Context: an optimization exercise on an open-source flow, tuned for small area and a short achievable clock period. The choices shown serve that exercise and are no tape-out recipe. In this exercise RTL edits were held to simulation tests only and were not proved equivalent to the original. Power and IR drop assume default switching activity.

$ cat design.v
module pg_0 (
    input logic a,
    input logic b,
    output logic p,
    output logic g
);
assign p = a ^ b;
assign g = a & b;
endmodule
module pg_1plus (
    input logic pi_cur,
    input logic gi_cur,
    input logic pi_prev,
    input logic gi_prev,
    output logic pout,
    output logic gout
);
assign pout = pi_cur & pi_prev;
assign gout = gi_cur | (pi_cur & gi_prev);
endmodule
module ks_add #(
    parameter N = 64
)
(
    input  logic         clk,
    input  logic         rstn_,
    input  logic         en,
    input  logic [N-1:0] a,
    input  logic [N-1:0] b,
    output logic [N-1:0] out
);
    logic [5:0] c_reg;                   
    logic [5:0] c_nxt;                   
    logic [N-1:0] d;                       
    logic [N-1:0] gx, tx;                  
    logic ld, hd;                          
    assign ld = rstn_ & en;
    assign hd = rstn_ & !en;
    ks_gt #(.W(N)) u_gt (.a(a), .b(b), .g(gx), .t(tx));
    ks_chunk10_first u_chunk0 (
        .g(gx[9:0]),
        .t(tx[9:0]),
        .q(out[9:0]),
        .ld(ld),
        .hd(hd),
        .d(d[9:0]),
        .cd(c_nxt[0])
    );
    ks_chunk9 u_chunk1 (
        .g(gx[18:10]),
        .t(tx[18:10]),
        .cin(c_reg[0]),
        .q(out[18:10]),
        .ld(ld),
        .hd(hd),
        .d(d[18:10]),
        .cd(c_nxt[1])
    );
    ks_chunk9 u_chunk2 (
        .g(gx[27:19]),
        .t(tx[27:19]),
        .cin(c_reg[1]),
        .q(out[27:19]),
        .ld(ld),
        .hd(hd),
        .d(d[27:19]),
        .cd(c_nxt[2])
    );
    ks_chunk9 u_chunk3 (
        .g(gx[36:28]),
        .t(tx[36:28]),
        .cin(c_reg[2]),
        .q(out[36:28]),
        .ld(ld),
        .hd(hd),
        .d(d[36:28]),
        .cd(c_nxt[3])
    );
    ks_chunk9 u_chunk4 (
        .g(gx[45:37]),
        .t(tx[45:37]),
        .cin(c_reg[3]),
        .q(out[45:37]),
        .ld(ld),
        .hd(hd),
        .d(d[45:37]),
        .cd(c_nxt[4])
    );
    ks_chunk9 u_chunk5 (
        .g(gx[54:46]),
        .t(tx[54:46]),
        .cin(c_reg[4]),
        .q(out[54:46]),
        .ld(ld),
        .hd(hd),
        .d(d[54:46]),
        .cd(c_nxt[5])
    );
    ks_chunk9_last u_chunk6 (
        .g(gx[63:55]),
        .t(tx[63:55]),
        .cin(c_reg[5]),
        .q(out[63:55]),
        .ld(ld),
        .hd(hd),
        .d(d[63:55])
    );
    always_ff @(posedge clk) begin
        out <= d;
    end
    always_ff @(posedge clk) begin
        if (en) begin
            c_reg <= c_nxt;
        end
    end
endmodule
module ks_gt #(
    parameter W = 64
)
(
    input  logic [W-1:0] a,
    input  logic [W-1:0] b,
    output logic [W-1:0] g,
    output logic [W-1:0] t
);
    assign g = ~(a & b);
    assign t = ~(a | b);
endmodule
module ks_chunk10_first #(
    parameter W = 10
)
(
    input  logic [W-1:0] g,  
    input  logic [W-1:0] t,  
    input  logic [W-1:0] q,  
    input  logic         ld,
    input  logic         hd,
    output logic [W-1:0] d,  
    output logic         cd  
);
    logic [W-1:0] g0, t0;
    assign g0 = ~g;
    assign t0 = ~t;
    logic [W-1:0] g1, t1;
    assign g1[0] = g0[0];
    assign t1[0] = t0[0];
    assign g1[1] = g0[1] | (t0[1] & g0[0]);
    assign t1[1] = t0[1] & t0[0];
    assign g1[2] = g0[2];
    assign t1[2] = t0[2];
    assign g1[3] = g0[3] | (t0[3] & g0[2]);
    assign t1[3] = t0[3] & t0[2];
    assign g1[4] = g0[4];
    assign t1[4] = t0[4];
    assign g1[5] = g0[5] | (t0[5] & g0[4]);
    assign t1[5] = t0[5] & t0[4];
    assign g1[6] = g0[6];
    assign t1[6] = t0[6];
    assign g1[7] = g0[7] | (t0[7] & g0[6]);
    assign t1[7] = t0[7] & t0[6];
    assign g1[8] = g0[8];
    assign t1[8] = t0[8];
    assign g1[9] = g0[9] | (t0[9] & g0[8]);
    assign t1[9] = t0[9] & t0[8];
    logic [W-1:0] g2, t2;
    assign g2[0] = g1[0];
    assign t2[0] = t1[0];
    assign g2[1] = g1[1];
    assign t2[1] = t1[1];
    assign g2[2] = g1[2];
    assign t2[2] = t1[2];
    assign g2[3] = g1[3] | (t1[3] & g1[1]);
    assign t2[3] = t1[3] & t1[1];
    assign g2[4] = g1[4];
    assign t2[4] = t1[4];
    assign g2[5] = g1[5];
    assign t2[5] = t1[5];
    assign g2[6] = g1[6];
    assign t2[6] = t1[6];
    assign g2[7] = g1[7] | (t1[7] & g1[5]);
    assign t2[7] = t1[7] & t1[5];
    assign g2[8] = g1[8];
    assign t2[8] = t1[8];
    assign g2[9] = g1[9];
    assign t2[9] = t1[9];
    logic [W-1:0] g3, t3;
    assign g3[0] = g2[0];
    assign t3[0] = t2[0];
    assign g3[1] = g2[1];
    assign t3[1] = t2[1];
    assign g3[2] = g2[2];
    assign t3[2] = t2[2];
    assign g3[3] = g2[3];
    assign t3[3] = t2[3];
    assign g3[4] = g2[4];
    assign t3[4] = t2[4];
    assign g3[5] = g2[5];
    assign t3[5] = t2[5];
    assign g3[6] = g2[6];
    assign t3[6] = t2[6];
    assign g3[7] = g2[7] | (t2[7] & g2[3]);
    assign t3[7] = t2[7] & t2[3];
    assign g3[8] = g2[8];
    assign t3[8] = t2[8];
    assign g3[9] = g2[9];
    assign t3[9] = t2[9];
    logic [W-1:0] g4, t4;
    assign g4[0] = g3[0];
    assign t4[0] = t3[0];
    assign g4[1] = g3[1];
    assign t4[1] = t3[1];
    assign g4[2] = g3[2];
    assign t4[2] = t3[2];
    assign g4[3] = g3[3];
    assign t4[3] = t3[3];
    assign g4[4] = g3[4];
    assign t4[4] = t3[4];
    assign g4[5] = g3[5] | (t3[5] & g3[3]);
    assign t4[5] = t3[5] & t3[3];
    assign g4[6] = g3[6];
    assign t4[6] = t3[6];
    assign g4[7] = g3[7];
    assign t4[7] = t3[7];
    assign g4[8] = g3[8];
    assign t4[8] = t3[8];
    assign g4[9] = g3[9] | (t3[9] & g3[7]);
    assign t4[9] = t3[9] & t3[7];
    logic [W-1:0] g5, t5;
    assign g5[0] = g4[0];
    assign t5[0] = t4[0];
    assign g5[1] = g4[1];
    assign t5[1] = t4[1];
    assign g5[2] = g4[2] | (t4[2] & g4[1]);
    assign t5[2] = t4[2] & t4[1];
    assign g5[3] = g4[3];
    assign t5[3] = t4[3];
    assign g5[4] = g4[4] | (t4[4] & g4[3]);
    assign t5[4] = t4[4] & t4[3];
    assign g5[5] = g4[5];
    assign t5[5] = t4[5];
    assign g5[6] = g4[6] | (t4[6] & g4[5]);
    assign t5[6] = t4[6] & t4[5];
    assign g5[7] = g4[7];
    assign t5[7] = t4[7];
    assign g5[8] = g4[8] | (t4[8] & g4[7]);
    assign t5[8] = t4[8] & t4[7];
    assign g5[9] = g4[9];
    assign t5[9] = t4[9];
    logic [W-1:0] p;                       
    assign p = t0 & ~g0;
    logic [W:0]   c;                       
    logic [W-1:0] s;
    assign c[0] = 1'b0;
    assign c[W:1] = g5;
    assign s = p ^ c[W-1:0];
    assign d = ({W{ld}} & s) | ({W{hd}} & q);
    assign cd = c[W];
endmodule
module ks_chunk9 #(
    parameter W = 9
)
(
    input  logic [W-1:0] g,  
    input  logic [W-1:0] t,  
    input  logic         cin,  
    input  logic [W-1:0] q,  
    input  logic         ld,
    input  logic         hd,
    output logic [W-1:0] d,  
    output logic         cd  
);
    logic [W-1:0] g0, t0;
    assign g0 = ~g;
    assign t0 = ~t;
    logic [W-1:0] g1, t1;
    assign g1[0] = g0[0];
    assign t1[0] = t0[0];
    assign g1[1] = g0[1] | (t0[1] & g0[0]);
    assign t1[1] = t0[1] & t0[0];
    assign g1[2] = g0[2];
    assign t1[2] = t0[2];
    assign g1[3] = g0[3] | (t0[3] & g0[2]);
    assign t1[3] = t0[3] & t0[2];
    assign g1[4] = g0[4];
    assign t1[4] = t0[4];
    assign g1[5] = g0[5] | (t0[5] & g0[4]);
    assign t1[5] = t0[5] & t0[4];
    assign g1[6] = g0[6];
    assign t1[6] = t0[6];
    assign g1[7] = g0[7] | (t0[7] & g0[6]);
    assign t1[7] = t0[7] & t0[6];
    assign g1[8] = g0[8];
    assign t1[8] = t0[8];
    logic [W-1:0] g2, t2;
    assign g2[0] = g1[0];
    assign t2[0] = t1[0];
    assign g2[1] = g1[1];
    assign t2[1] = t1[1];
    assign g2[2] = g1[2];
    assign t2[2] = t1[2];
    assign g2[3] = g1[3] | (t1[3] & g1[1]);
    assign t2[3] = t1[3] & t1[1];
    assign g2[4] = g1[4];
    assign t2[4] = t1[4];
    assign g2[5] = g1[5];
    assign t2[5] = t1[5];
    assign g2[6] = g1[6];
    assign t2[6] = t1[6];
    assign g2[7] = g1[7] | (t1[7] & g1[5]);
    assign t2[7] = t1[7] & t1[5];
    assign g2[8] = g1[8];
    assign t2[8] = t1[8];
    logic [W-1:0] g3, t3;
    assign g3[0] = g2[0];
    assign t3[0] = t2[0];
    assign g3[1] = g2[1];
    assign t3[1] = t2[1];
    assign g3[2] = g2[2];
    assign t3[2] = t2[2];
    assign g3[3] = g2[3];
    assign t3[3] = t2[3];
    assign g3[4] = g2[4];
    assign t3[4] = t2[4];
    assign g3[5] = g2[5];
    assign t3[5] = t2[5];
    assign g3[6] = g2[6];
    assign t3[6] = t2[6];
    assign g3[7] = g2[7] | (t2[7] & g2[3]);
    assign t3[7] = t2[7] & t2[3];
    assign g3[8] = g2[8];
    assign t3[8] = t2[8];
    logic [W-1:0] g4, t4;
    assign g4[0] = g3[0];
    assign t4[0] = t3[0];
    assign g4[1] = g3[1];
    assign t4[1] = t3[1];
    assign g4[2] = g3[2];
    assign t4[2] = t3[2];
    assign g4[3] = g3[3];
    assign t4[3] = t3[3];
    assign g4[4] = g3[4];
    assign t4[4] = t3[4];
    assign g4[5] = g3[5] | (t3[5] & g3[3]);
    assign t4[5] = t3[5] & t3[3];
    assign g4[6] = g3[6];
    assign t4[6] = t3[6];
    assign g4[7] = g3[7];
    assign t4[7] = t3[7];
    assign g4[8] = g3[8];
    assign t4[8] = t3[8];
    logic [W-1:0] g5, t5;
    assign g5[0] = g4[0];
    assign t5[0] = t4[0];
    assign g5[1] = g4[1];
    assign t5[1] = t4[1];
    assign g5[2] = g4[2] | (t4[2] & g4[1]);
    assign t5[2] = t4[2] & t4[1];
    assign g5[3] = g4[3];
    assign t5[3] = t4[3];
    assign g5[4] = g4[4] | (t4[4] & g4[3]);
    assign t5[4] = t4[4] & t4[3];
    assign g5[5] = g4[5];
    assign t5[5] = t4[5];
    assign g5[6] = g4[6] | (t4[6] & g4[5]);
    assign t5[6] = t4[6] & t4[5];
    assign g5[7] = g4[7];
    assign t5[7] = t4[7];
    assign g5[8] = g4[8] | (t4[8] & g4[7]);
    assign t5[8] = t4[8] & t4[7];
    logic [W-1:0] p;                       
    assign p = t0 & ~g0;
    logic [W:0]   c;                       
    logic [W-1:0] s;
    assign c[0] = cin;
    assign c[W:1] = g5 | (t5 & {W{cin}});
    assign s = p ^ c[W-1:0];
    assign d = ({W{ld}} & s) | ({W{hd}} & q);
    assign cd = c[W];
endmodule
module ks_chunk9_last #(
    parameter W = 9
)
(
    input  logic [W-1:0] g,  
    input  logic [W-1:0] t,  
    input  logic         cin,  
    input  logic [W-1:0] q,  
    input  logic         ld,
    input  logic         hd,
    output logic [W-1:0] d  
);
    logic [W-1:0] g0, t0;
    assign g0 = ~g;
    assign t0 = ~t;
    logic [W-1:0] g1, t1;
    assign g1[0] = g0[0];
    assign t1[0] = t0[0];
    assign g1[1] = g0[1] | (t0[1] & g0[0]);
    assign t1[1] = t0[1] & t0[0];
    assign g1[2] = g0[2];
    assign t1[2] = t0[2];
    assign g1[3] = g0[3] | (t0[3] & g0[2]);
    assign t1[3] = t0[3] & t0[2];
    assign g1[4] = g0[4];
    assign t1[4] = t0[4];
    assign g1[5] = g0[5] | (t0[5] & g0[4]);
    assign t1[5] = t0[5] & t0[4];
    assign g1[6] = g0[6];
    assign t1[6] = t0[6];
    assign g1[7] = g0[7] | (t0[7] & g0[6]);
    assign t1[7] = t0[7] & t0[6];
    assign g1[8] = g0[8];
    assign t1[8] = t0[8];
    logic [W-1:0] g2, t2;
    assign g2[0] = g1[0];
    assign t2[0] = t1[0];
    assign g2[1] = g1[1];
    assign t2[1] = t1[1];
    assign g2[2] = g1[2];
    assign t2[2] = t1[2];
    assign g2[3] = g1[3] | (t1[3] & g1[1]);
    assign t2[3] = t1[3] & t1[1];
    assign g2[4] = g1[4];
    assign t2[4] = t1[4];
    assign g2[5] = g1[5];
    assign t2[5] = t1[5];
    assign g2[6] = g1[6];
    assign t2[6] = t1[6];
    assign g2[7] = g1[7] | (t1[7] & g1[5]);
    assign t2[7] = t1[7] & t1[5];
    assign g2[8] = g1[8];
    assign t2[8] = t1[8];
    logic [W-1:0] g3, t3;
    assign g3[0] = g2[0];
    assign t3[0] = t2[0];
    assign g3[1] = g2[1];
    assign t3[1] = t2[1];
    assign g3[2] = g2[2];
    assign t3[2] = t2[2];
    assign g3[3] = g2[3];
    assign t3[3] = t2[3];
    assign g3[4] = g2[4];
    assign t3[4] = t2[4];
    assign g3[5] = g2[5];
    assign t3[5] = t2[5];
    assign g3[6] = g2[6];
    assign t3[6] = t2[6];
    assign g3[7] = g2[7] | (t2[7] & g2[3]);
    assign t3[7] = t2[7] & t2[3];
    assign g3[8] = g2[8];
    assign t3[8] = t2[8];
    logic [W-1:0] g4, t4;
    assign g4[0] = g3[0];
    assign t4[0] = t3[0];
    assign g4[1] = g3[1];
    assign t4[1] = t3[1];
    assign g4[2] = g3[2];
    assign t4[2] = t3[2];
    assign g4[3] = g3[3];
    assign t4[3] = t3[3];
    assign g4[4] = g3[4];
    assign t4[4] = t3[4];
    assign g4[5] = g3[5] | (t3[5] & g3[3]);
    assign t4[5] = t3[5] & t3[3];
    assign g4[6] = g3[6];
    assign t4[6] = t3[6];
    assign g4[7] = g3[7];
    assign t4[7] = t3[7];
    assign g4[8] = g3[8];
    assign t4[8] = t3[8];
    logic [W-1:0] g5, t5;
    assign g5[0] = g4[0];
    assign t5[0] = t4[0];
    assign g5[1] = g4[1];
    assign t5[1] = t4[1];
    assign g5[2] = g4[2] | (t4[2] & g4[1]);
    assign t5[2] = t4[2] & t4[1];
    assign g5[3] = g4[3];
    assign t5[3] = t4[3];
    assign g5[4] = g4[4] | (t4[4] & g4[3]);
    assign t5[4] = t4[4] & t4[3];
    assign g5[5] = g4[5];
    assign t5[5] = t4[5];
    assign g5[6] = g4[6] | (t4[6] & g4[5]);
    assign t5[6] = t4[6] & t4[5];
    assign g5[7] = g4[7];
    assign t5[7] = t4[7];
    assign g5[8] = g4[8] | (t4[8] & g4[7]);
    assign t5[8] = t4[8] & t4[7];
    logic [W-1:0] p;                       
    assign p = t0 & ~g0;
    logic [W:0]   c;                       
    logic [W-1:0] s;
    assign c[0] = cin;
    assign c[W:1] = g5 | (t5 & {W{cin}});
    assign s = p ^ c[W-1:0];
    assign d = ({W{ld}} & s) | ({W{hd}} & q);
endmodule
$ cat flow/run.sh
#!/bin/bash
# The standard layout, except that the input and output ports get the
# smallest buffer cell instead of the one buffer_ports picks by itself.
set -euo pipefail
export BUFFER_PORTS_ARGS="-buffer_cell sky130_fd_sc_hd__buf_1"
bash standard.sh finish > standard_flow.log 2>&1
$ cat standard.sh
#!/bin/bash
# synth_recipe.tcl (not shown) runs the flow's synth.tcl, then flattens the netlist and writes it again
# the make line also repeats each setting of config.mk as NAME=value (left out here)
make -C /OpenROAD-flow-scripts/flow DESIGN_CONFIG=/design/flow/config.mk WORK_HOME=/design/flow/orfs CLKGATE_MAP_FILE= SYNTH_SCRIPT=/design/flow/synth_recipe.tcl "${@:-finish}"
$ cat config.mk
export PLATFORM = sky130hd
export DESIGN_NAME = ks_add
export DESIGN_NICKNAME = ks_add
export VERILOG_FILES = /design/flow/design.v
export SDC_FILE = /design/flow/constraint.sdc
export NUM_CORES = 4
export LEC_CHECK = 0
export ABC_AREA = 1
export CAP_MARGIN = 20
export CORE_MARGIN = 2
export CORE_UTILIZATION = 50
export SETUP_SLACK_MARGIN = 0.7
export SLEW_MARGIN = 20
export SYNTH_HIERARCHICAL = 1
export SYNTH_MINIMUM_KEEP_SIZE = 0
$ cat constraint.sdc
create_clock -name core_clock -period 2.0 [get_ports {clk}]
set_input_delay 0.4000 -clock core_clock [delete_from_list [all_inputs] [get_ports {clk}]]
set_output_delay 0.4000 -clock core_clock [all_outputs]
set_load 0.01 [all_outputs]
==> results of run 1 <==
cell usage after synthesis:
cell	count	area [µm²]
sky130_fd_sc_hd__a21o_2	6	52.6
sky130_fd_sc_hd__a21oi_1	40	200
sky130_fd_sc_hd__a21oi_2	1	8.76
sky130_fd_sc_hd__a32o_1	7	70.1
sky130_fd_sc_hd__and2_1	1	6.26
sky130_fd_sc_hd__buf_2	1	5.00
sky130_fd_sc_hd__clkbuf_1	7	26.3
sky130_fd_sc_hd__clkbuf_8	6	82.6
sky130_fd_sc_hd__clkinv_1	1	3.75
sky130_fd_sc_hd__dfxtp_1	64	1280
sky130_fd_sc_hd__edfxtp_1	6	180
sky130_fd_sc_hd__inv_1	75	282
sky130_fd_sc_hd__inv_2	5	18.8
sky130_fd_sc_hd__nand2_1	257	965
sky130_fd_sc_hd__nand2_2	26	163
sky130_fd_sc_hd__nand2_4	1	11.3
sky130_fd_sc_hd__nand3_1	98	490
sky130_fd_sc_hd__nand3_2	6	60.1
sky130_fd_sc_hd__nand3b_1	6	45.0
sky130_fd_sc_hd__nor2_1	101	379
sky130_fd_sc_hd__nor2_2	1	6.26
sky130_fd_sc_hd__nor3_1	7	35.0
sky130_fd_sc_hd__o21a_1	6	45.0
sky130_fd_sc_hd__o21a_2	1	8.76
sky130_fd_sc_hd__o21ai_0	25	125
sky130_fd_sc_hd__o21ai_1	41	205
sky130_fd_sc_hd__o21ai_2	1	8.76
sky130_fd_sc_hd__or3_1	1	6.26
cell families (layout without fill, tap and decap cells):
kind of cell           count (synthesis)  in the layout
flip-flops                            70             70
other                                  0              1
AND/OR/NAND/NOR                      505            505
buffers and inverters                 95            303
AO/OA/AOI/OAI                        128            128
metal layers:
layer	part of all wire, %	global-route usage, %
met5	0	0
met4	1.9	9.04
met3	7.4	5.87
met2	49	42.0
met1	42	27.8
timing repair:
item	4_1_cts	5_1_grt
gates cloned	0	0
pin swaps	0	4
setup endpoints to repair	2	43
gates resized for setup	1	49
buffers inserted	1	5
power breakdown:
| part | switching (µW) | internal, µW |
|---|---|---|
| logic | 704 | 435 |
| registers | 75.3 | 1550 |
| clock network | 578 | 600 |
| total | 1360 | 2580 |
metrics by stage:
stage          total power [µW]  hold WS (ns)  instances  area [µm²]  worst slack [ns]
6_report                   3940         0.354       1136        6040             0.739
5_1_grt                    4200         0.339       1135        6040             0.669
4_1_cts                    3920         0.334       1130        5880             0.709
3_5_place_dp               2740         0.436       1113        5670             0.437
3_3_place_gp               2700         0.430       1113        5670             0.481
2_1_floorplan              2380         0.467        798        4820             0.695
per-module statistics from Yosys, one instance, submodules excluded, a selection:
module	cells inside	cell area [µm²]	flops+latches
ks_chunk9	85	400	0
ks_chunk9_last	83	390	0
ks_chunk10_first	88	419	0
ks_add	74	1480	70
area by class of cell:
cell class              count  area (µm²)
multi-input cells         633        3020
inverters                  81         304
clock buffers              12         178
fillers                   893        3200
repair buffers            206         880
diodes                      1        2.50
flip-flops and latches     70        1470
clock inverters             4        26.3
well taps                 129         161
worst paths after layout:
check	startpoint	endpoint	slack, ns	cells past startpoint
min	a[0]	out[0]	0.35	3
max	out[0]	out[0]	0.74	1
max reg2reg	c_reg[4]	out[49]	0.76	5
min reg2reg	out[61]	out[61]	0.44	2
==> run notes, run 1 <==
## Outcome
• **run status** finished clean

## Power and ir drop
• **pwr/cell area** 652 nW/µm²
• **Peak supply drop** 365 µV
• **leakage power summed over all cells** 0.00285 µW

## GRT
• **GRT Overall Usage** 23.8%
• **aggregate global routing overflow** 0
• **pin count of the biggest net entering global routing** 44
• **number of antenna violations at the first check in global routing** 1
• **global-route wire length before repair** 19.9 mm
• **number of global-route vias before repair** 4897

## Yosys
• **sequential cell area fraction in the yosys report** 30.6%
• **count of unique library cells instantiated by Yosys** 28
• **proportion of synthesized area in mux cells** 0%
• **simple-gate area share of the yosys netlist** 45.4%
• **adder-cell share of the synthesized area** 0%
• **#FFs+latches synth** 70
• **xor/xnor cell area share of the yosys netlist** 0%
• **synthesized instance count** 798
• **dominant combinational cell family by area after synthesis** simple AND/OR/NAND/NOR gates
• **average instance area after synthesis** 5.98 µm²
• **post-synthesis instance area** 4770 µm²
• **Synth Area in Compound Gates** 15.2%
• **Synthesis Warnings** 7
• **Post-Synthesis Net Count** 929

## Floorplanning
• **die height** 102 µm
• **core outline area** 9240 µm²
• **die outline width** 102 µm
• **top-level port count** 195
• **number of standard-cell rows in the floorplan** 35
• **Starting Density** 51.6%
• **overall die area** 10300 µm²

## Worst setup path
• **cells traversed along the worst timing path** clkbuf_2
• **endpoint required time on the critical path** 1.60 ns
• **Critical Path Max Stage Delay** 0.36 ns
• **startpoint type of the worst setup path** flop
• **critical path arrival** 0.86 ns
• **master of the slowest instance on the critical path** sky130_fd_sc_hd__dfxtp_1
• **worst path buffer plus inverter count** 1
• **biggest fanout along the worst timing path** 2
• **type of the worst setup path** reg -> out
• **cell family contributing the most delay on the critical path** flip-flops
• **endpoint type of the worst setup path** output port

## CTS
• **insertion delay of the later-clocked pin in the worst-skew pair** 0.35 ns
• **clock-pin slew on the worst setup and hold paths** 0.08 ns
• **worst-case clock buffer depth** 2
• **number of CTS-inserted buffers** 9
• **CTS Root Cell** sky130_fd_sc_hd__clkbuf_8
• **CTS tree** yes
• **H-Tree Depth** 3
• **number of sinks handled by clock tree synthesis** 70
• **number of buffers inserted for hold repair after clock tree synthesis** 0

## Detailed routing
• **Detailed Route WL** 12.6 mm
• **First-pass DRT Iterations** 5
• **Vias** 5641
• **WL per Instance** 11.1 µm
• **DR iter-0 viols** 149
• **post-DR vias/cell** 4.97
• **number of antenna-violating nets in the routed design** 0
• **number of design rule violations left after detail routing** 0

## Placement
• **routability-driven placement congestion ratio** 0.888
• **buffers added on ports** 194
• **HPWL Detailed** 9.71 mm

## Finish
• **max reg flops** 64
• **final core utilization** 65.4%
• **most used cells in the layout excluding fill and tap cells** sky130_fd_sc_hd__nand2_1 (254), sky130_fd_sc_hd__buf_1 (165), sky130_fd_sc_hd__nand3_1 (91), sky130_fd_sc_hd__nor2_1 (79), sky130_fd_sc_hd__inv_1 (74)
• **net total in the final layout** 1132
• **area growth from synthesis to layout** 26.6%
• **most common cell after layout, fill and taps aside** sky130_fd_sc_hd__nand2_1
• **share of cells above drive strength 1** 14.3%

## Timing
• **accumulated negative setup slack** 0 ns
• **setup repair after global routing missed its margin** true
• **skew final** 0.0119 ns
• **final-report setup violation count** 0
• **post-route minimum period** 1.26 ns
• **Slew Limit Headroom** 81.0%
• **FMAX** 0.793 GHz
• **Final Slew Violations** 0
• **Final Hold Viols** 0
• **slew at the pin closest to its max-slew limit** 0.285 ns
• **crit share post-route** 63.0%

## Flow run
• **max-cap check violation count** 0

## Worst hold path
• **class of the most critical hold timing path** in -> reg

==> run 2, diff against run 1 <==
--- a/config.mk
+++ b/config.mk
@@ -10,3 +10,4 @@
 export CORE_MARGIN = 2
-export CORE_UTILIZATION = 50
+export CORE_UTILIZATION = 45
+export CTS_BUF_LIST = sky130_fd_sc_hd__clkbuf_8
 export SETUP_SLACK_MARGIN = 0.7
==> run 2 against run 1 <==
Effect of this change:
- still clean
- setup slack got worse by 0.0016 ns
- hold slack got worse by 0.0091 ns
- via count about the same
- global-route usage decreased by 1.9 points
- largest cell class unchanged
==> run notes, run 2 <==
## Finish
• **max reg flops** 64, unchanged
• **most common cell after layout, fill and taps aside** sky130_fd_sc_hd__nand2_1
• **filler cell count in the final layout** 1053, +18%
• **net total in the final layout** 1137, +0.44%
• **share of cells above drive strength 1** 12.6%, -1.7 points
• **most used cells in the layout excluding fill and tap cells** sky130_fd_sc_hd__nand2_1 (255), sky130_fd_sc_hd__buf_1 (179), sky130_fd_sc_hd__nand3_1 (93), sky130_fd_sc_hd__nor2_1 (78), sky130_fd_sc_hd__inv_1 (77)
• **Inserted Diodes** 0, -1
• **area growth from synthesis to layout** 25.5%

## Power and ir drop
• **Power Internal** 2410 µW, -6.9%
• **net switching power of the design** 1300 µW, -4.0%
• **Peak supply drop** 246 µV, -33%
• **power share of the combinational group** 30.9%, +2.0 points
• **leakage power summed over all cells** 0.00281 µW, -1.5%
• **overall power of the completed layout** 3710 µW, -5.9%
• **pwr/cell area** 619 nW/µm², -5.1%
• **fraction of power spent switching nets** 35.1%, +0.69 points
• **clock network fraction of total power** 25.3%, -4.6 points
• **Reg power frac** 43.7%, +2.5 points

## Worst setup path
• **worst path buffer plus inverter count** 1, unchanged
• **Critical Path Max Stage Delay** 0.35 ns, about the same
• **master of the slowest instance on the critical path** sky130_fd_sc_hd__dfxtp_1
• **endpoint required time on the critical path** 1.60 ns, about the same
• **startpoint type of the worst setup path** flop
• **cell family contributing the most delay on the critical path** flip-flops
• **critical path arrival** 0.86 ns, about the same
• **endpoint type of the worst setup path** output port
• **type of the worst setup path** reg -> out
• **cells traversed along the worst timing path** buf_1
• **biggest fanout along the worst timing path** 2, unchanged

## Timing
• **crit share post-route** 63.1%, +0.081 points
• **FMAX** 0.792 GHz, -0.13%
• **setup repair after global routing missed its margin** true
• **Slew Limit Headroom** 78.4%, -2.6 points
• **slew at the pin closest to its max-slew limit** 0.323 ns, +0.0380 ns
• **Final Hold Viols** 0, unchanged
• **post-route minimum period** 1.26 ns, +0.00162 ns
• **Final Slew Violations** 0, unchanged
• **skew final** 0.00969 ns, -0.00226 ns
• **final-report setup violation count** 0, unchanged
• **accumulated negative setup slack** 0 ns, unchanged

## Floorplanning
• **die outline width** 107 µm, +5.2%
• **top-level port count** 195, unchanged
• **number of standard-cell rows in the floorplan** 37, +5.7%
• **Starting Density** 46.2%, -5.4 points
• **overall die area** 11400 µm², +11%
• **core outline area** 10300 µm², +12%
• **die height** 107 µm, +5.2%

## GRT
• **number of antenna violations at the first check in global routing** 0, -1
• **number of global-route vias before repair** 5017, +2.5%
• **global-route wire length before repair** 20.3 mm, +2.3%
• **pin count of the biggest net entering global routing** 40, -9.1%
• **aggregate global routing overflow** 0, unchanged
• **GRT Overall Usage** 21.9%, -1.9 points

## CTS
• **CTS tree** yes
• **worst-case clock buffer depth** 2, unchanged
• **H-Tree Depth** 3, unchanged
• **clock-pin slew on the worst setup and hold paths** 0.07 ns, about the same
• **number of buffers inserted for hold repair after clock tree synthesis** 0, unchanged
• **number of sinks handled by clock tree synthesis** 70, unchanged
• **insertion delay of the later-clocked pin in the worst-skew pair** 0.35 ns, about the same
• **number of CTS-inserted buffers** 9, unchanged
• **CTS Root Cell** sky130_fd_sc_hd__clkbuf_8

## Detailed routing
• **WL per Instance** 11.3 µm, +1.8%
• **number of design rule violations left after detail routing** 0, unchanged
• **Vias** 5644, +0.053%
• **First-pass DRT Iterations** 8, +3
• **number of antenna-violating nets in the routed design** 0, unchanged
• **post-DR vias/cell** 4.92, -0.82%
• **Detailed Route WL** 12.9 mm, +2.7%
• **DR iter-0 viols** 247, +66%

## Yosys
• **Post-Synthesis Net Count** 929, unchanged
• **portion of synthesized cell area occupied by the leading cell type** 26.9%, unchanged
• **most frequent cell after synthesis** sky130_fd_sc_hd__nand2_1
• **top cells by area, synth** sky130_fd_sc_hd__dfxtp_1 (27%), sky130_fd_sc_hd__nand2_1 (20%), sky130_fd_sc_hd__nand3_1 (10%)
• **sequential cell area fraction in the yosys report** 30.6%, unchanged
• **#FFs+latches synth** 70, unchanged
• **adder-cell share of the synthesized area** 0%, unchanged
• **post-synthesis instance area** 4770 µm², unchanged
• **xor/xnor cell area share of the yosys netlist** 0%, unchanged
• **synthesized instance count** 798, unchanged
• **average instance area after synthesis** 5.98 µm², unchanged
• **dominant combinational cell family by area after synthesis** simple AND/OR/NAND/NOR gates
• **simple-gate area share of the yosys netlist** 45.4%, unchanged
• **most instantiated cells after synthesis** sky130_fd_sc_hd__nand2_1 (257), sky130_fd_sc_hd__nor2_1 (101), sky130_fd_sc_hd__nand3_1 (98)
• **Post-synth EDFFs** 6, unchanged
• **Synth Area in Compound Gates** 15.2%, unchanged
• **post-synth top area cell** sky130_fd_sc_hd__dfxtp_1
• **proportion of synthesized area in mux cells** 0%, unchanged
• **prevailing post-synth register cell** sky130_fd_sc_hd__dfxtp_1
• **Synthesis Warnings** 7, unchanged
• **post-synthesis async set-or-reset flop share** 0%, unchanged
• **count of unique library cells instantiated by Yosys** 28, unchanged

## Worst hold path
• **class of the most critical hold timing path** in -> reg

## Placement
• **routability-driven placement congestion ratio** 0.890, +0.21%
• **buffers added on ports** 194, unchanged
• **HPWL Detailed** 10.0 mm, +3.3%

## Outcome
• **run status** finished clean

## Flow run
• **max-cap check violation count** 0, unchanged

-- run 2: changes by cell type in the layout (fill, tap and decap cells not counted), sizes merged --
cell,delta
inv,+3
clkinvlp,-1
buf,+18
diode,-1
clkbuf,-16
-- run 2: per-layer routing --
metal | GRT usage [%] | wire length, µm | up-vias | part of all wire [%]
met4 | 10.4 | 430 | 0 | 3.3
met2 | 38.6 | 6040 | 155 | 47
met1 | 24.9 | 5530 | 2446 | 43
li1 | - | - | 3012 | -
met3 | 4.98 | 920 | 31 | 7.1
met5 | 0 | 0 | - | 0
-- run 2: per-module statistics from Yosys, one instance, submodules excluded, a selection --
module	cell area, µm²	flops+latches	times used	cells
ks_add	1480	70	1	74
ks_chunk10_first	419	0	1	88
ks_chunk9	400	0	5	85
ks_chunk9_last	390	0	1	83
-- run 2: stage by stage --
step                hold slack, ns  setup WS (ns)  util (%)  area (µm²)  std cells
global placement             0.432          0.454      54.9        5670       1120
global route                 0.360          0.655      58.0        5990       1146
floorplan                    0.467          0.695         -        4820        798
finish                       0.345          0.738      58.0        5990       1146
CTS                          0.331          0.703      56.4        5820       1136
detailed placement           0.433          0.420      54.9        5670       1120
-- run 2: layout make-up --
cell class	count	area [µm²]	area share, %
clock buffers	9	124	2.07
clock inverters	6	23.8	0.397
inverters	81	304	5.08
multi-input cells	633	3020	50.4
flip-flops and latches	70	1460	24.4
well taps	136	170	2.84
repair buffers	211	887	14.8
-- run 2: timing repair --
| action | in CTS | in global routing |
|---|---|---|
| setup endpoints to repair | 1 | 35 |
| pin swaps | 0 | 6 |
| gates resized for setup | 0 | 33 |
| setup buffers | 1 | 10 |
-- run 2: cell families after synthesis --
logic type	Yosys count
AND/OR/NAND/NOR	505
AO/OA/AOI/OAI	128
buffers and inverters	95
flip-flops	70
-- run 2: path summary, 6_finish.rpt --
kind / startpoint / endpoint / slack [ns] / cells past startpoint
worst max register to register: c_reg[0] / out[13] / 0.76 / 5
worst max-delay path: out[54] / out[54] / 0.74 / 1
worst min-delay path: a[0] / out[0] / 0.34 / 3
worst min register to register: out[43] / out[43] / 0.44 / 2
-- run 2: power by group through the flow --
stage,registers [µW],clock network (µW),logic [µW]
after floorplan,1700,0,680
after global placement,1650,0,1050
after detailed placement,1660,0,1080
after CTS,1620,970,1090
after global routing,1640,1010,1310
final,1620,940,1150
==> run 3, diff against run 2 <==
--- a/config.mk
+++ b/config.mk
@@ -11,3 +11,3 @@
 export CORE_UTILIZATION = 45
-export CTS_BUF_LIST = sky130_fd_sc_hd__clkbuf_8
+export CTS_BUF_LIST = sky130_fd_sc_hd__clkbuf_4
 export SETUP_SLACK_MARGIN = 0.7
==> run 3 against run 2 <==
Effect of this change:
- register-to-register slack improved by 0.02 ns
- die area did not move
- count of clock-buffer cells in the layout up 3
- hold slack got worse by 0.068 ns
==> run notes, run 3 <==
## Floorplanning
• **Starting Density** 46.2%, unchanged
• **number of standard-cell rows in the floorplan** 37, unchanged
• **top-level port count** 195, unchanged
• **die height** 107 µm, unchanged
• **die outline width** 107 µm, unchanged
• **core outline area** 10300 µm², unchanged
• **overall die area** 11400 µm², unchanged

## Yosys
• **dominant combinational cell family by area after synthesis** simple AND/OR/NAND/NOR gates
• **most frequent cell after synthesis** sky130_fd_sc_hd__nand2_1
• **top cells by area, synth** sky130_fd_sc_hd__dfxtp_1 (27%), sky130_fd_sc_hd__nand2_1 (20%), sky130_fd_sc_hd__nand3_1 (10%)
• **post-synthesis async set-or-reset flop share** 0%, unchanged
• **synthesized instance count** 798, unchanged
• **sequential cell area fraction in the yosys report** 30.6%, unchanged
• **#FFs+latches synth** 70, unchanged
• **proportion of synthesized area in mux cells** 0%, unchanged
• **post-synth top area cell** sky130_fd_sc_hd__dfxtp_1
• **portion of synthesized cell area occupied by the leading cell type** 26.9%, unchanged
• **prevailing post-synth register cell** sky130_fd_sc_hd__dfxtp_1
• **xor/xnor cell area share of the yosys netlist** 0%, unchanged
• **Post-Synthesis Net Count** 929, unchanged
• **adder-cell share of the synthesized area** 0%, unchanged
• **post-synthesis instance area** 4770 µm², unchanged
• **count of unique library cells instantiated by Yosys** 28, unchanged
• **Synth Area in Compound Gates** 15.2%, unchanged
• **Synthesis Warnings** 7, unchanged
• **simple-gate area share of the yosys netlist** 45.4%, unchanged
• **Post-synth EDFFs** 6, unchanged
• **most instantiated cells after synthesis** sky130_fd_sc_hd__nand2_1 (257), sky130_fd_sc_hd__nor2_1 (101), sky130_fd_sc_hd__nand3_1 (98)
• **average instance area after synthesis** 5.98 µm², unchanged

## Detailed routing
• **number of design rule violations left after detail routing** 0, unchanged
• **Vias** 5693, +0.87%
• **metal3 WL** 874 µm, -5.0%
• **WL per Instance** 11.5 µm, +2.4%
• **post-DR vias/cell** 4.93, +0.17%
• **amount of wire on met2 after detailed routing** 6.43 mm, +6.4%
• **Highest Signal Layer** met4
• **routed length on met1** 5.58 mm, +0.76%
• **DR iter-0 viols** 239, -3.2%
• **Detailed Route WL** 13.3 mm, +3.1%
• **First-pass DRT Iterations** 5, -3
• **number of antenna-violating nets in the routed design** 0, unchanged

## CTS
• **clock-pin slew on the worst setup and hold paths** 0.12 ns, +0.05 ns
• **CTS Root Cell** sky130_fd_sc_hd__clkbuf_4
• **worst-case clock buffer depth** 2, unchanged
• **insertion delay of the later-clocked pin in the worst-skew pair** 0.42 ns, +0.07 ns
• **CTS tree** yes
• **H-Tree Depth** 3, unchanged
• **number of sinks handled by clock tree synthesis** 70, unchanged
• **number of CTS-inserted buffers** 9, unchanged

## Finish
• **number of standard cells in the final layout excluding fillers** 1154, +0.70%
• **most common cell after layout, fill and taps aside** sky130_fd_sc_hd__nand2_1
• **most used cells in the layout excluding fill and tap cells** sky130_fd_sc_hd__nand2_1 (256), sky130_fd_sc_hd__buf_1 (130), sky130_fd_sc_hd__nand3_1 (91), sky130_fd_sc_hd__nor2_1 (81), sky130_fd_sc_hd__inv_1 (74)
• **final core utilization** 63.4%, +5.4 points
• **Inserted Diodes** 0, unchanged
• **filler cell count in the final layout** 975, -7.4%
• **share of cells above drive strength 1** 24.2%, +12 points
• **area growth from synthesis to layout** 37.3%
• **net total in the final layout** 1145, +0.70%
• **max reg flops** 64, unchanged

## Power and ir drop
• **pwr/cell area** 578 nW/µm², -6.7%
• **Peak supply drop** 256 µV, +4.0%
• **overall power of the completed layout** 3790 µW, +2.1%
• **leakage power summed over all cells** 0.00311 µW, +11%

## Timing
• **crit share post-route** 64.7%, +1.6 points
• **Post-Route Hold Slack** 0.276 ns, -0.0684 ns
• **FMAX** 0.772 GHz, -2.5%
• **accumulated negative setup slack** 0 ns, unchanged
• **setup repair after global routing missed its margin** true
• **Final Hold Viols** 0, unchanged
• **Slew Limit Headroom** 75.1%, -3.3 points
• **final-report setup violation count** 0, unchanged
• **Final Slew Violations** 0, unchanged
• **slew at the pin closest to its max-slew limit** 0.374 ns, +0.0505 ns
• **post-route minimum period** 1.29 ns, +0.0326 ns
• **skew final** 0.0119 ns, +0.00224 ns

## Worst setup path
• **endpoint required time on the critical path** 1.60 ns, about the same
• **startpoint type of the worst setup path** flop
• **worst path buffer plus inverter count** 1, unchanged
• **launching element of the worst setup path** out[54]
• **master of the slowest instance on the critical path** sky130_fd_sc_hd__dfxtp_2
• **Critical Path Max Stage Delay** 0.37 ns, +0.02 ns
• **cell family contributing the most delay on the critical path** flip-flops
• **cells traversed along the worst timing path** buf_6
• **type of the worst setup path** reg -> out
• **endpoint type of the worst setup path** output port
• **critical path arrival** 0.89 ns, +0.03 ns
• **startpoint of the worst-slack reg-to-reg timing path** c_reg[4]
• **biggest fanout along the worst timing path** 2, unchanged
• **Worst R2R Setup Slack** 0.78 ns, +0.02 ns

## Flow run
• **max-cap check violation count** 0, unchanged

## GRT
• **global-route wire length before repair** 21.2 mm, +4.2%
• **pin count of the biggest net entering global routing** 40, unchanged
• **aggregate global routing overflow** 0, unchanged
• **number of global-route vias before repair** 5187, +3.4%
• **GRT Overall Usage** 22.8%, +0.93 points
• **number of antenna violations at the first check in global routing** 0, unchanged

## Placement
• **placed cells** 1120, unchanged
• **routability-driven placement congestion ratio** 0.890, unchanged
• **buffers added on ports** 194, unchanged
• **HPWL Detailed** 10.0 mm, unchanged

## Outcome
• **run status** finished clean

## Worst hold path
• **Min-Delay Startpoint** a[0]
• **class of the most critical hold timing path** in -> reg

run 3: cell counts after synthesis:
No cell type changed its count.
run 3: cells by family after synthesis:
family,Yosys count
AOI/OAI and AO/OA,128
buffers and inverters,95
DFF,70
and+or+nand+nor,505
run 3: final timing paths:
kind / end / depth (start not counted)
worst min register to register: out[43] / 2
worst min-delay path: out[0] / 3
worst max register to register: c_reg[5] / 6
worst max-delay path: out[54] / 1
run 3: layout make-up:
cell class	count	area [µm²]	share of cell area, %
multi-input combinational	633	3020	46.2
timing repair buffer	219	1410	21.5
sequential	70	1540	23.5
inverter	81	304	4.64
clock buffer	12	90.1	1.38
tap	136	170	2.60
clock inverter	3	12.5	0.191
run 3: repair_timing:
| item | 4_1_cts | 5_1_grt |
|---|---|---|
| setup buffers | 4 | 15 |
| setup endpoints to repair | 65 | 81 |
| gates resized for setup | 192 | 18 |
| hold buffers | 0 | 0 |
| pin swaps | 0 | 8 |
run 3: worst reg2reg max path: cells and delay by family, from the launching register on:
family	cells	cell delay [ns]
flip-flops	1	0.47
AND/OR/NAND/NOR	6	0.51
run 3: where the power goes:
group / switching, µW / internal (µW)
Clock: 505 / 282
Combinational: 719 / 609
Sequential: 97.3 / 1570
Total: 1320 / 2460
run 3: per-stage QoR:
| step | instance area, µm² | setup slack [ns] |
|---|---|---|
| finish | 6550 | 0.705 |
| floorplan | 4820 | 0.695 |
| detailed placement | 5670 | 0.420 |
| global placement | 5670 | 0.454 |
| CTS | 6340 | 0.676 |
| global route | 6550 | 0.659 |
run 3: per-module statistics from Yosys (local to each module, per instance), a selection:
module / times used / flip-flops and latches / cells / cell area (µm²)
ks_add: 1 / 70 / 74 / 1480
ks_chunk10_first: 1 / 0 / 88 / 419
ks_chunk9: 5 / 0 / 85 / 400
ks_chunk9_last: 1 / 0 / 83 / 390
run 3: metal layers:
metal / vias to the layer above / track usage, %
met1: 2488 / 25.2
met3: 30 / 5.47
met4: 0 / 11.7
li1: 3026 / -
met2: 149 / 40.6
met5: - / 0
==> run 4, diff against run 3 <==
--- a/config.mk
+++ b/config.mk
@@ -11,3 +11,3 @@
 export CORE_UTILIZATION = 45
-export CTS_BUF_LIST = sky130_fd_sc_hd__clkbuf_4
+export PLACE_DENSITY = 0.8
 export SETUP_SLACK_MARGIN = 0.7
==> run 4 against run 3 <==
Effect of this change:
- cell count shrank 0.78%
- hold slack gained 0.087 ns
- global-route usage shrank 2.6 points
- sequential power shrank 3%
- non-clock buffer count shrank 10
- power grew 6.1%
- setup slack gained 0.038 ns
- register-to-register slack is essentially flat
- first-iteration DRC count grew 0.84%
==> run notes, run 4 <==
## Outcome
• **run status** finished clean

## Floorplanning
• **number of standard-cell rows in the floorplan** 37, unchanged
• **Starting Density** 46.2%, unchanged
• **die outline width** 107 µm, unchanged
• **die height** 107 µm, unchanged
• **core outline area** 10300 µm², unchanged
• **top-level port count** 195, unchanged
• **overall die area** 11400 µm², unchanged

## Timing
• **Final Hold Viols** 0, unchanged
• **accumulated negative setup slack** 0 ns, unchanged
• **final-report setup violation count** 0, unchanged
• **skew final** 0.0115 ns, -0.000434 ns
• **setup repair after global routing missed its margin** true
• **Final Slew Violations** 0, unchanged
• **crit share post-route** 62.8%, -1.9 points
• **FMAX** 0.796 GHz, +3.0%
• **post-route minimum period** 1.26 ns, -0.0383 ns
• **Slew Limit Headroom** 80.0%, +4.9 points
• **slew at the pin closest to its max-slew limit** 0.299 ns, -0.0745 ns

## GRT
• **Global Route met2 Usage** 34.7%, -5.9 points
• **GRT Overall Usage** 20.2%, -2.6 points
• **pin count of the biggest net entering global routing** 46, +15%
• **met3 usage** 4.86%, -0.61 points
• **gr busiest metal** met2
• **number of global-route vias before repair** 4655, -10%
• **number of antenna violations at the first check in global routing** 0, unchanged
• **global-route wire length before repair** 19.1 mm, -10%
• **aggregate global routing overflow** 0, unchanged
• **met1 track demand over resource** 25.7%, +0.51 points

## Worst setup path
• **master of the slowest instance on the critical path** sky130_fd_sc_hd__dfxtp_1
• **type of the worst setup path** reg -> out
• **Critical Path Max Stage Delay** 0.33 ns, -0.04 ns
• **cells traversed along the worst timing path** buf_1
• **biggest fanout along the worst timing path** 2, unchanged
• **critical path arrival** 0.86 ns, -0.03 ns
• **endpoint required time on the critical path** 1.60 ns, about the same
• **startpoint type of the worst setup path** flop
• **cell family contributing the most delay on the critical path** flip-flops
• **worst path buffer plus inverter count** 1, unchanged
• **endpoint type of the worst setup path** output port

## Yosys
• **#FFs+latches synth** 70, unchanged
• **synthesized instance count** 798, unchanged
• **average instance area after synthesis** 5.98 µm², unchanged
• **Synthesis Warnings** 7, unchanged
• **top cells by area, synth** sky130_fd_sc_hd__dfxtp_1 (27%), sky130_fd_sc_hd__nand2_1 (20%), sky130_fd_sc_hd__nand3_1 (10%)
• **Post-synth EDFFs** 6, unchanged
• **prevailing post-synth register cell** sky130_fd_sc_hd__dfxtp_1
• **post-synthesis instance area** 4770 µm², unchanged
• **most frequent cell after synthesis** sky130_fd_sc_hd__nand2_1
• **portion of synthesized cell area occupied by the leading cell type** 26.9%, unchanged
• **Post-Synthesis Net Count** 929, unchanged
• **sequential cell area fraction in the yosys report** 30.6%, unchanged
• **most instantiated cells after synthesis** sky130_fd_sc_hd__nand2_1 (257), sky130_fd_sc_hd__nor2_1 (101), sky130_fd_sc_hd__nand3_1 (98)
• **post-synth top area cell** sky130_fd_sc_hd__dfxtp_1
• **count of unique library cells instantiated by Yosys** 28, unchanged
• **post-synthesis async set-or-reset flop share** 0%, unchanged

## Detailed routing
• **First-pass DRT Iterations** 5, unchanged
• **Detailed Route WL** 12.1 mm, -9.3%
• **WL per Instance** 10.6 µm, -8.5%
• **post-DR vias/cell** 4.79, -2.8%
• **number of design rule violations left after detail routing** 0, unchanged
• **Vias** 5489, -3.6%
• **DR iter-0 viols** 241, +0.84%
• **number of antenna-violating nets in the routed design** 0, unchanged

## Placement
• **HPWL Detailed** 9.48 mm, -5.5%
• **placement-stage cell area** 5680 µm², +0.22%
• **routability-driven placement congestion ratio** 0.832, -6.5%
• **buffers added on ports** 194, unchanged

## CTS
• **CTS tree** yes
• **worst-case clock buffer depth** 2, unchanged
• **number of sinks handled by clock tree synthesis** 70, unchanged
• **H-Tree Depth** 3, unchanged
• **number of CTS-inserted buffers** 9, unchanged
• **CTS Root Cell** sky130_fd_sc_hd__clkbuf_8
• **insertion delay of the later-clocked pin in the worst-skew pair** 0.34 ns, -0.08 ns
• **clock-pin slew on the worst setup and hold paths** 0.08 ns, -0.04 ns
• **number of buffers inserted for hold repair after clock tree synthesis** 0, unchanged

## Flow run
• **max-cap check violation count** 0, unchanged

## Power and ir drop
• **overall power of the completed layout** 4010 µW, +6.1%
• **pwr/cell area** 662 nW/µm², +15%
• **Peak supply drop** 378 µV, +48%
• **leakage power summed over all cells** 0.00282 µW, -9.5%

## Finish
• **final core utilization** 58.7%, -4.7 points
• **most common cell after layout, fill and taps aside** sky130_fd_sc_hd__nand2_1
• **net total in the final layout** 1135, -0.87%
• **most used cells in the layout excluding fill and tap cells** sky130_fd_sc_hd__nand2_1 (254), sky130_fd_sc_hd__buf_1 (181), sky130_fd_sc_hd__nand3_1 (91), sky130_fd_sc_hd__nor2_1 (79), sky130_fd_sc_hd__inv_1 (74)
• **share of cells above drive strength 1** 12.7%, -11 points
• **max reg flops** 64, unchanged
• **register area** 1460 µm², -5.2%
• **filler cell count in the final layout** 1057, +8.4%
• **area growth from synthesis to layout** 27.1%
• **Inserted Diodes** 0, unchanged
• **post-layout instance area** 6060 µm², -7.4%
• **area taken by multi-input logic gates** 3030 µm², +0.29%

## Worst hold path
• **class of the most critical hold timing path** in -> reg

## run 4: cell type report
cell class,count,share of cell area [%]
Clock buffer,9,2.04
Sequential cell,70,24.1
Inverter,81,5.02
Multi-Input combinational cell,633,50.0
Timing Repair Buffer,209,14.6
Tap cell,136,2.81
Clock inverter,7,1.47
## run 4: final timing paths
| path | start | to | slack [ns] | cells past startpoint |
|---|---|---|---|---|
| min | a[0] | out[0] | 0.36 | 3 |
| min reg2reg | out[52] | out[52] | 0.45 | 2 |
| max | out[19] | out[19] | 0.74 | 1 |
| max reg2reg | c_reg[1] | out[22] | 0.77 | 5 |
## run 4: report_power, final
part / switching, µW / internal (µW) / leakage, µW
sequential: 75.4 / 1550 / 0.000587
clock: 564 / 694 / 0.000103
combinational: 698 / 435 / 0.00213
## run 4: what timing repair did
| item | 4_1_cts | 5_1_grt |
|---|---|---|
| gates resized for setup | 1 | 33 |
| setup buffers | 0 | 9 |
| pin swaps | 0 | 8 |
| setup endpoints to repair | 1 | 26 |
| gates cloned | 0 | 0 |
## run 4: kinds of logic (layout without fill, tap and decap cells)
family	count (synthesis)	in the layout	synth area share (%)
simple gates	505	505	45.4
compound gates	128	128	15.2
buf+inv	95	306	8.76
flops	70	70	30.6
## run 4: Yosys stat by module (local to each module, per instance), excerpt
module	cell area (µm²)	copies in the design
ks_chunk9	400	5
ks_chunk10_first	419	1
ks_chunk9_last	390	1
ks_add	1480	1
## run 4: per-stage QoR
stage / cells / hold slack, ns / worst slack, ns
2_1_floorplan: 798 / 0.467 / 0.695
3_3_place_gp: 1120 / 0.433 / 0.471
3_5_place_dp: 1120 / 0.435 / 0.424
4_1_cts: 1136 / 0.336 / 0.702
5_1_grt: 1145 / 0.399 / 0.675
6_report: 1145 / 0.363 / 0.743
## run 4: per-layer routing
metal  part of all wire (%)  up-vias
met5                      0        -
met4                    1.3        0
met3                    6.6       14
met2                     45      158
met1                     47     2323
li1                       -     2994
==> run 5, diff against run 4 <==
--- a/config.mk
+++ b/config.mk
@@ -11,3 +11,2 @@
 export CORE_UTILIZATION = 45
-export PLACE_DENSITY = 0.8
 export SETUP_SLACK_MARGIN = 0.7
==> run 5 against run 4 <==
Effect of this change:
- register-to-register slack about the same
- highest routed layer unchanged
- cell count is essentially flat
- global-route usage up 1.7 points
- still clean
- die area stayed put
- setup slack lost 0.0047 ns
- count of clock-buffer cells in the layout rose by 3
==> run notes, run 5 <==
## Worst setup path
• **Worst R2R Setup Slack** 0.76 ns, about the same
• **biggest fanout along the worst timing path** 2, unchanged
• **endpoint type of the worst setup path** output port
• **Critical Path Sink** out[54]
• **depth of the critical timing path with buffers and inverters included** 1, unchanged
• **worst flop-to-flop path endpoint** out[40]
• **cell family contributing the most delay on the critical path** flip-flops
• **worst path buffer plus inverter count** 1, unchanged
• **launching element of the worst setup path** out[54]
• **startpoint of the worst-slack reg-to-reg timing path** c_reg[3]
• **endpoint required time on the critical path** 1.60 ns, about the same
• **Critical Path Max Stage Delay** 0.35 ns, +0.02 ns
• **type of the worst setup path** reg -> out
• **cells traversed along the worst timing path** buf_1
• **startpoint type of the worst setup path** flop
• **critical path arrival** 0.86 ns, about the same
• **master of the slowest instance on the critical path** sky130_fd_sc_hd__dfxtp_1
• **worst reg2reg path depth** 5, unchanged

## Power and ir drop
• **net switching power of the design** 1300 µW, -2.9%
• **leakage power summed over all cells** 0.00279 µW, -0.76%
• **clock network fraction of total power** 25.6%, -5.7 points
• **fraction of power spent switching nets** 34.9%, +1.6 points
• **Reg power frac** 43.6%, +3.2 points
• **Peak supply drop** 251 µV, -34%
• **pwr/cell area** 621 nW/µm², -6.2%
• **overall power of the completed layout** 3720 µW, -7.3%
• **power share of the combinational group** 30.8%, +2.6 points
• **Power Internal** 2420 µW, -9.5%

## Finish
• **final core utilization** 58.0%, -0.70 points
• **most common cell after layout, fill and taps aside** sky130_fd_sc_hd__nand2_1
• **max reg flops** 64, unchanged
• **share of cells above drive strength 1** 12.6%, -0.11 points
• **net total in the final layout** 1137, +0.18%
• **Inserted Diodes** 0, unchanged
• **most used cells in the layout excluding fill and tap cells** sky130_fd_sc_hd__nand2_1 (255), sky130_fd_sc_hd__buf_1 (179), sky130_fd_sc_hd__nand3_1 (93), sky130_fd_sc_hd__nor2_1 (78), sky130_fd_sc_hd__inv_1 (74)
• **area growth from synthesis to layout** 25.5%
• **filler cell count in the final layout** 1053, -0.38%

## CTS
• **CTS Root Cell** sky130_fd_sc_hd__clkbuf_8
• **number of CTS-inserted buffers** 9, unchanged
• **number of buffers inserted for hold repair after clock tree synthesis** 0, unchanged
• **number of sinks handled by clock tree synthesis** 70, unchanged
• **clock-pin slew on the worst setup and hold paths** 0.07 ns, about the same
• **worst-case clock buffer depth** 2, unchanged
• **insertion delay of the later-clocked pin in the worst-skew pair** 0.35 ns, about the same
• **H-Tree Depth** 3, unchanged
• **CTS tree** yes

## Yosys
• **Post-Synthesis Net Count** 929, unchanged
• **Synthesis Warnings** 7, unchanged
• **portion of synthesized cell area occupied by the leading cell type** 26.9%, unchanged
• **synthesized instance count** 798, unchanged
• **prevailing post-synth register cell** sky130_fd_sc_hd__dfxtp_1
• **count of unique library cells instantiated by Yosys** 28, unchanged
• **most frequent cell after synthesis** sky130_fd_sc_hd__nand2_1
• **top cells by area, synth** sky130_fd_sc_hd__dfxtp_1 (27%), sky130_fd_sc_hd__nand2_1 (20%), sky130_fd_sc_hd__nand3_1 (10%)
• **most instantiated cells after synthesis** sky130_fd_sc_hd__nand2_1 (257), sky130_fd_sc_hd__nor2_1 (101), sky130_fd_sc_hd__nand3_1 (98)
• **Post-synth EDFFs** 6, unchanged
• **average instance area after synthesis** 5.98 µm², unchanged
• **post-synthesis async set-or-reset flop share** 0%, unchanged
• **#FFs+latches synth** 70, unchanged
• **post-synth top area cell** sky130_fd_sc_hd__dfxtp_1
• **sequential cell area fraction in the yosys report** 30.6%, unchanged
• **post-synthesis instance area** 4770 µm², unchanged

## Detailed routing
• **First-pass DRT Iterations** 5, unchanged
• **Detailed Route WL** 12.9 mm, +6.7%
• **Vias** 5642, +2.8%
• **DR iter-0 viols** 249, +3.3%
• **post-DR vias/cell** 4.92, +2.7%
• **metal3 WL** 912 µm, +13%
• **number of design rule violations left after detail routing** 0, unchanged
• **routed length on met1** 5.52 mm, -2.6%
• **WL per Instance** 11.3 µm, +6.6%
• **number of antenna-violating nets in the routed design** 0, unchanged
• **Highest Signal Layer** met4
• **amount of wire on met2 after detailed routing** 6.04 mm, +11%

## Floorplanning
• **die height** 107 µm, unchanged
• **overall die area** 11400 µm², unchanged
• **top-level port count** 195, unchanged
• **Starting Density** 46.2%, unchanged
• **die outline width** 107 µm, unchanged
• **core outline area** 10300 µm², unchanged
• **number of standard-cell rows in the floorplan** 37, unchanged

## GRT
• **number of global-route vias before repair** 5017, +7.8%
• **number of antenna violations at the first check in global routing** 0, unchanged
• **pin count of the biggest net entering global routing** 40, -13%
• **aggregate global routing overflow** 0, unchanged
• **GRT Overall Usage** 21.9%, +1.7 points
• **global-route wire length before repair** 20.3 mm, +6.7%

## Timing
• **FMAX** 0.793 GHz, -0.38%
• **post-route minimum period** 1.26 ns, +0.00474 ns
• **final-report setup violation count** 0, unchanged
• **Final Hold Viols** 0, unchanged
• **setup repair after global routing missed its margin** true
• **Slew Limit Headroom** 78.2%, -1.8 points
• **skew final** 0.00863 ns, -0.00287 ns
• **slew at the pin closest to its max-slew limit** 0.326 ns, +0.0269 ns
• **crit share post-route** 63.1%, +0.24 points
• **accumulated negative setup slack** 0 ns, unchanged
• **Final Slew Violations** 0, unchanged

## Worst hold path
• **class of the most critical hold timing path** in -> reg

## Placement
• **routability-driven placement congestion ratio** 0.890, +7.0%
• **buffers added on ports** 194, unchanged
• **HPWL Detailed** 10.0 mm, +5.8%

## Flow run
• **max-cap check violation count** 0, unchanged

## Outcome
• **run status** finished clean

-- run 5: kinds of logic after synthesis --
logic type / synth area share (%)
buffers and inverters: 8.76
DFF: 30.6
AOI/OAI and AO/OA: 15.2
and+or+nand+nor: 45.4
-- run 5: power groups by stage --
stage / Sequential, µW / Clock (µW) / Combinational [µW]
after CTS: 1620 / 984 / 1090
after detailed placement: 1660 / 0 / 1080
after global routing: 1640 / 1020 / 1310
after floorplan: 1700 / 0 / 680
final: 1620 / 951 / 1150
after global placement: 1650 / 0 / 1050
-- run 5: layer usage --
metal  GRT usage (%)  vias up
li1                -     3011
met1            24.9     2447
met2            38.6      155
met3            4.98       29
met4            10.4        0
met5               0        -
-- run 5: per-module statistics from Yosys, one instance, submodules excluded, excerpt --
module,flops+latches,cells
ks_add,70,74
ks_chunk10_first,0,88
ks_chunk9,0,85
ks_chunk9_last,0,83
-- run 5: how the worst min path moves through the flow --
| stage | start | endpoint | slack (ns) | depth (start not counted) |
|---|---|---|---|---|
| 4_1_cts | a[0] | out[0] | 0.33 | 3 |
| 2_1_floorplan | out[16] | out[16] | 0.47 | 2 |
| 5_1_grt | a[0] | out[0] | 0.36 | 3 |
| 3_5_place_dp | out[43] | out[43] | 0.43 | 2 |
| 3_3_place_gp | out[43] | out[43] | 0.43 | 2 |
| 6_report | a[0] | out[0] | 0.34 | 3 |
-- run 5: final cells by class --
cell class	instances	area (µm²)	share of cell area, %
Multi-Input combinational cell	633	3020	50.4
Sequential cell	70	1460	24.4
Timing Repair Buffer	211	887	14.8
Inverter	81	304	5.08
Tap cell	136	170	2.84
Clock buffer	12	135	2.26
Clock inverter	3	12.5	0.209
-- run 5: through the flow --
| stage | std cells | setup slack, ns | area [µm²] | hold WS, ns |
|---|---|---|---|---|
| CTS | 1136 | 0.703 | 5820 | 0.331 |
| floorplan | 798 | 0.695 | 4820 | 0.467 |
| global placement | 1120 | 0.454 | 5670 | 0.432 |
| finish | 1146 | 0.739 | 5990 | 0.345 |
| global route | 1146 | 0.655 | 5990 | 0.360 |
| detailed placement | 1120 | 0.420 | 5670 | 0.433 |
-- run 5: timing repair --
action	4_1_cts	5_1_grt
hold endpoints to repair	0	0
pin swaps	0	6
buffers inserted	1	10
endpoints found under the setup margin	1	35
cloned	0	0
resized for setup	0	33
==> run 6, diff against run 5 <==
--- a/config.mk
+++ b/config.mk
@@ -11,2 +11,3 @@
 export CORE_UTILIZATION = 45
+export PLACE_DENSITY = 0.7
 export SETUP_SLACK_MARGIN = 0.7
==> run 6 against run 5 <==
Effect of this change:
- largest power group unchanged
- routed wire length is 9.7% lower
- synthesized cell count unchanged
- setup slack better by 0.0096 ns
- critical path depth stayed put
- die area unchanged
- area after synthesis is the same
- highest routed layer unchanged
- non-clock buffer count decreased by 3
- power increased by 2.2%
- core utilization about the same
==> run notes, run 6 <==
## Worst setup path
• **worst path buffer plus inverter count** 1, unchanged
• **startpoint of the worst-slack reg-to-reg timing path** c_reg[4]
• **endpoint type of the worst setup path** output port
• **Critical Path Max Stage Delay** 0.34 ns, about the same
• **startpoint type of the worst setup path** flop
• **cell family contributing the most delay on the critical path** flip-flops
• **master of the slowest instance on the critical path** sky130_fd_sc_hd__dfxtp_1
• **cells traversed along the worst timing path** buf_1
• **depth of the critical timing path with buffers and inverters included** 1, unchanged
• **worst reg2reg path depth** 6, +1
• **type of the worst setup path** reg -> out
• **critical path arrival** 0.85 ns, about the same
• **Worst R2R Setup Slack** 0.77 ns, about the same
• **biggest fanout along the worst timing path** 2, unchanged
• **endpoint required time on the critical path** 1.60 ns, about the same
• **worst flop-to-flop path endpoint** c_reg[5]

## Detailed routing
• **Detailed Route WL** 11.7 mm, -9.7%
• **WL per Instance** 10.2 µm, -9.5%
• **number of antenna-violating nets in the routed design** 0, unchanged
• **post-DR vias/cell** 4.81, -2.4%
• **First-pass DRT Iterations** 4, -1
• **DR iter-0 viols** 223, -10%
• **number of design rule violations left after detail routing** 0, unchanged
• **Vias** 5499, -2.5%

## Finish
• **share of cells above drive strength 1** 11.8%, -0.77 points
• **max reg flops** 64, unchanged
• **filler cell count in the final layout** 1081, +2.7%
• **area growth from synthesis to layout** 25.6%, about the same
• **final core utilization** 58.0%, about the same
• **most used cells in the layout excluding fill and tap cells** sky130_fd_sc_hd__nand2_1 (255), sky130_fd_sc_hd__buf_1 (181), sky130_fd_sc_hd__nand3_1 (95), sky130_fd_sc_hd__nor2_1 (80), sky130_fd_sc_hd__inv_1 (74)
• **net total in the final layout** 1134, -0.26%
• **most common cell after layout, fill and taps aside** sky130_fd_sc_hd__nand2_1
• **Inserted Diodes** 0, unchanged

## Yosys
• **synthesized instance count** 798, unchanged
• **portion of synthesized cell area occupied by the leading cell type** 26.9%, unchanged
• **Post-Synthesis Net Count** 929, unchanged
• **prevailing post-synth register cell** sky130_fd_sc_hd__dfxtp_1
• **average instance area after synthesis** 5.98 µm², unchanged
• **post-synthesis instance area** 4770 µm², unchanged
• **most frequent cell after synthesis** sky130_fd_sc_hd__nand2_1
• **top cells by area, synth** sky130_fd_sc_hd__dfxtp_1 (27%), sky130_fd_sc_hd__nand2_1 (20%), sky130_fd_sc_hd__nand3_1 (10%)
• **post-synth top area cell** sky130_fd_sc_hd__dfxtp_1
• **count of unique library cells instantiated by Yosys** 28, unchanged
• **Synthesis Warnings** 7, unchanged
• **#FFs+latches synth** 70, unchanged
• **sequential cell area fraction in the yosys report** 30.6%, unchanged
• **Post-synth EDFFs** 6, unchanged
• **post-synthesis async set-or-reset flop share** 0%, unchanged
• **most instantiated cells after synthesis** sky130_fd_sc_hd__nand2_1 (257), sky130_fd_sc_hd__nor2_1 (101), sky130_fd_sc_hd__nand3_1 (98)

## Placement
• **HPWL Detailed** 9.16 mm, -8.7%
• **routability-driven placement congestion ratio** 0.825, -7.3%
• **buffers added on ports** 194, unchanged
• **worst setup timing slack at the placement stage** 0.455 ns, +0.0346 ns

## Floorplanning
• **Starting Density** 46.2%, unchanged
• **core outline area** 10300 µm², unchanged
• **top-level port count** 195, unchanged
• **die height** 107 µm, unchanged
• **number of standard-cell rows in the floorplan** 37, unchanged
• **die outline width** 107 µm, unchanged
• **overall die area** 11400 µm², unchanged

## Timing
• **post-route minimum period** 1.25 ns, -0.00960 ns
• **fin worst setup slack** 0.748 ns, +0.00960 ns
• **Final Hold Viols** 0, unchanged
• **setup repair after global routing missed its margin** true
• **Slew Limit Headroom** 79.4%, +1.2 points
• **FMAX** 0.799 GHz, +0.77%
• **skew final** 0.0121 ns, +0.00346 ns
• **accumulated negative setup slack** 0 ns, unchanged
• **final-report setup violation count** 0, unchanged
• **crit share post-route** 62.6%, -0.48 points
• **slew at the pin closest to its max-slew limit** 0.309 ns, -0.0169 ns
• **Final Slew Violations** 0, unchanged

## GRT
• **number of global-route vias before repair** 4726, -5.8%
• **GRT Overall Usage** 20.4%, -1.5 points
• **pin count of the biggest net entering global routing** 37, -7.5%
• **aggregate global routing overflow** 0, unchanged
• **global-route wire length before repair** 19.4 mm, -4.4%
• **number of antenna violations at the first check in global routing** 0, unchanged

## Worst hold path
• **depth of the worst hold-timing path** 3, unchanged
• **class of the most critical hold timing path** in -> reg
• **Worst Hold Endpoint** out[0]
• **Min-Delay Startpoint** a[0]

## Flow run
• **max-cap check violation count** 0, unchanged

## CTS
• **worst-case clock buffer depth** 2, unchanged
• **CTS Root Cell** sky130_fd_sc_hd__clkbuf_8
• **number of CTS-inserted buffers** 9, unchanged
• **H-Tree Depth** 3, unchanged
• **CTS tree** yes
• **number of sinks handled by clock tree synthesis** 70, unchanged
• **clock-pin slew on the worst setup and hold paths** 0.09 ns, +0.02 ns
• **insertion delay of the later-clocked pin in the worst-skew pair** 0.33 ns, -0.02 ns

## Power and ir drop
• **leakage power summed over all cells** 0.00279 µW, -0.22%
• **Peak supply drop** 290 µV, +16%
• **pwr/cell area** 634 nW/µm², +2.1%

## Outcome
• **run status** finished clean

run 6: worst max-delay path by stage:
stage                        start        to  slack, ns
after CTS                  out[20]   out[20]       0.71
after floorplan               b[5]  c_reg[0]       0.70
after global routing      c_reg[1]   out[22]       0.69
after global placement       b[30]  c_reg[3]       0.47
after detailed placement     b[30]  c_reg[3]       0.45
final                       out[9]    out[9]       0.75
run 6: report_power, final:
part	switching (µW)	internal, µW	leakage [µW]	total, µW
combinational	686	432	0.00211	1120
clock	537	525	0.0000885	1060
sequential	73.0	1550	0.000587	1620
run 6: layout make-up:
type / instances / area [µm²] / area share, %
clock inverter: 3 / 17.5 / 0.292
timing repair buffer: 208 / 887 / 14.8
multi-input combinational: 633 / 2990 / 49.9
tap: 136 / 170 / 2.84
sequential: 70 / 1460 / 24.4
inverter: 81 / 304 / 5.07
clock buffer: 13 / 160 / 2.67
run 6: timing repair:
action | CTS | global route
endpoints found under the setup margin | 2 | 26
pin swaps | 0 | 5
buffers inserted | 2 | 6
gates cloned | 0 | 0
hold buffers | 0 | 0
gates resized for setup | 0 | 24
run 6: modules after synthesis, one instance, submodules excluded, a selection:
module,cells inside,flops+latches,cell area [µm²]
ks_chunk9,85,0,400
ks_chunk9_last,83,0,390
ks_chunk10_first,88,0,419
ks_add,74,70,1480
run 6: cells by family (layout without fill, tap and decap cells):
logic type	after synthesis	after routing	synth area share, %
AOI/OAI and AO/OA	128	128	15.2
buffers and inverters	95	305	8.76
DFF	70	70	30.6
and+or+nand+nor	505	505	45.4
run 6: layer usage:
layer  global-route usage (%)  routed length [µm]  vias up
li1                         -                   -     3001
met1                     25.5                5340     2339
met2                     35.4                5390      147
met3                     4.86                 796       12
met4                     5.19                 123        0
met5                        0                   0        -
run 6: stage by stage:
step                cell area (µm²)  total power [µW]  std cells  hold slack [ns]
finish                         5990              3800       1144            0.335
global route                   5990              4090       1144            0.368
CTS                            5890              3810       1138            0.323
detailed placement             5690              2730       1120            0.435
global placement               5690              2720       1120            0.433
floorplan                      4820              2380        798            0.467

## re-timing with driven ports
The results above use ideal ports. As a check the final layouts listed here were re-extracted and re-timed, cells and wires unchanged. Step 1 assumes that a clkbuf_16 drives the clock port and a buf_2 every other input. Step 2 times the ports against the registers' clock, not the clock port: input delays grow and output delays shrink by t, the midpoint of the rising clock arrivals with the driver on. Three values: ideal, step 1, step 2; two values: the first two.
run	t (ns)	setup slack, ns
run 1	0.378	0.739 / 0.708 / 0.414
run 2	0.374	0.738 / 0.705 / 0.443
run 3	0.449	0.705 / 0.675 / 0.380
run 4	0.362	0.743 / 0.713 / 0.439
run 5	0.374	0.739 / 0.706 / 0.444
run 6	0.356	0.748 / 0.716 / 0.459
After both steps setup and hold are still met in every run listed.
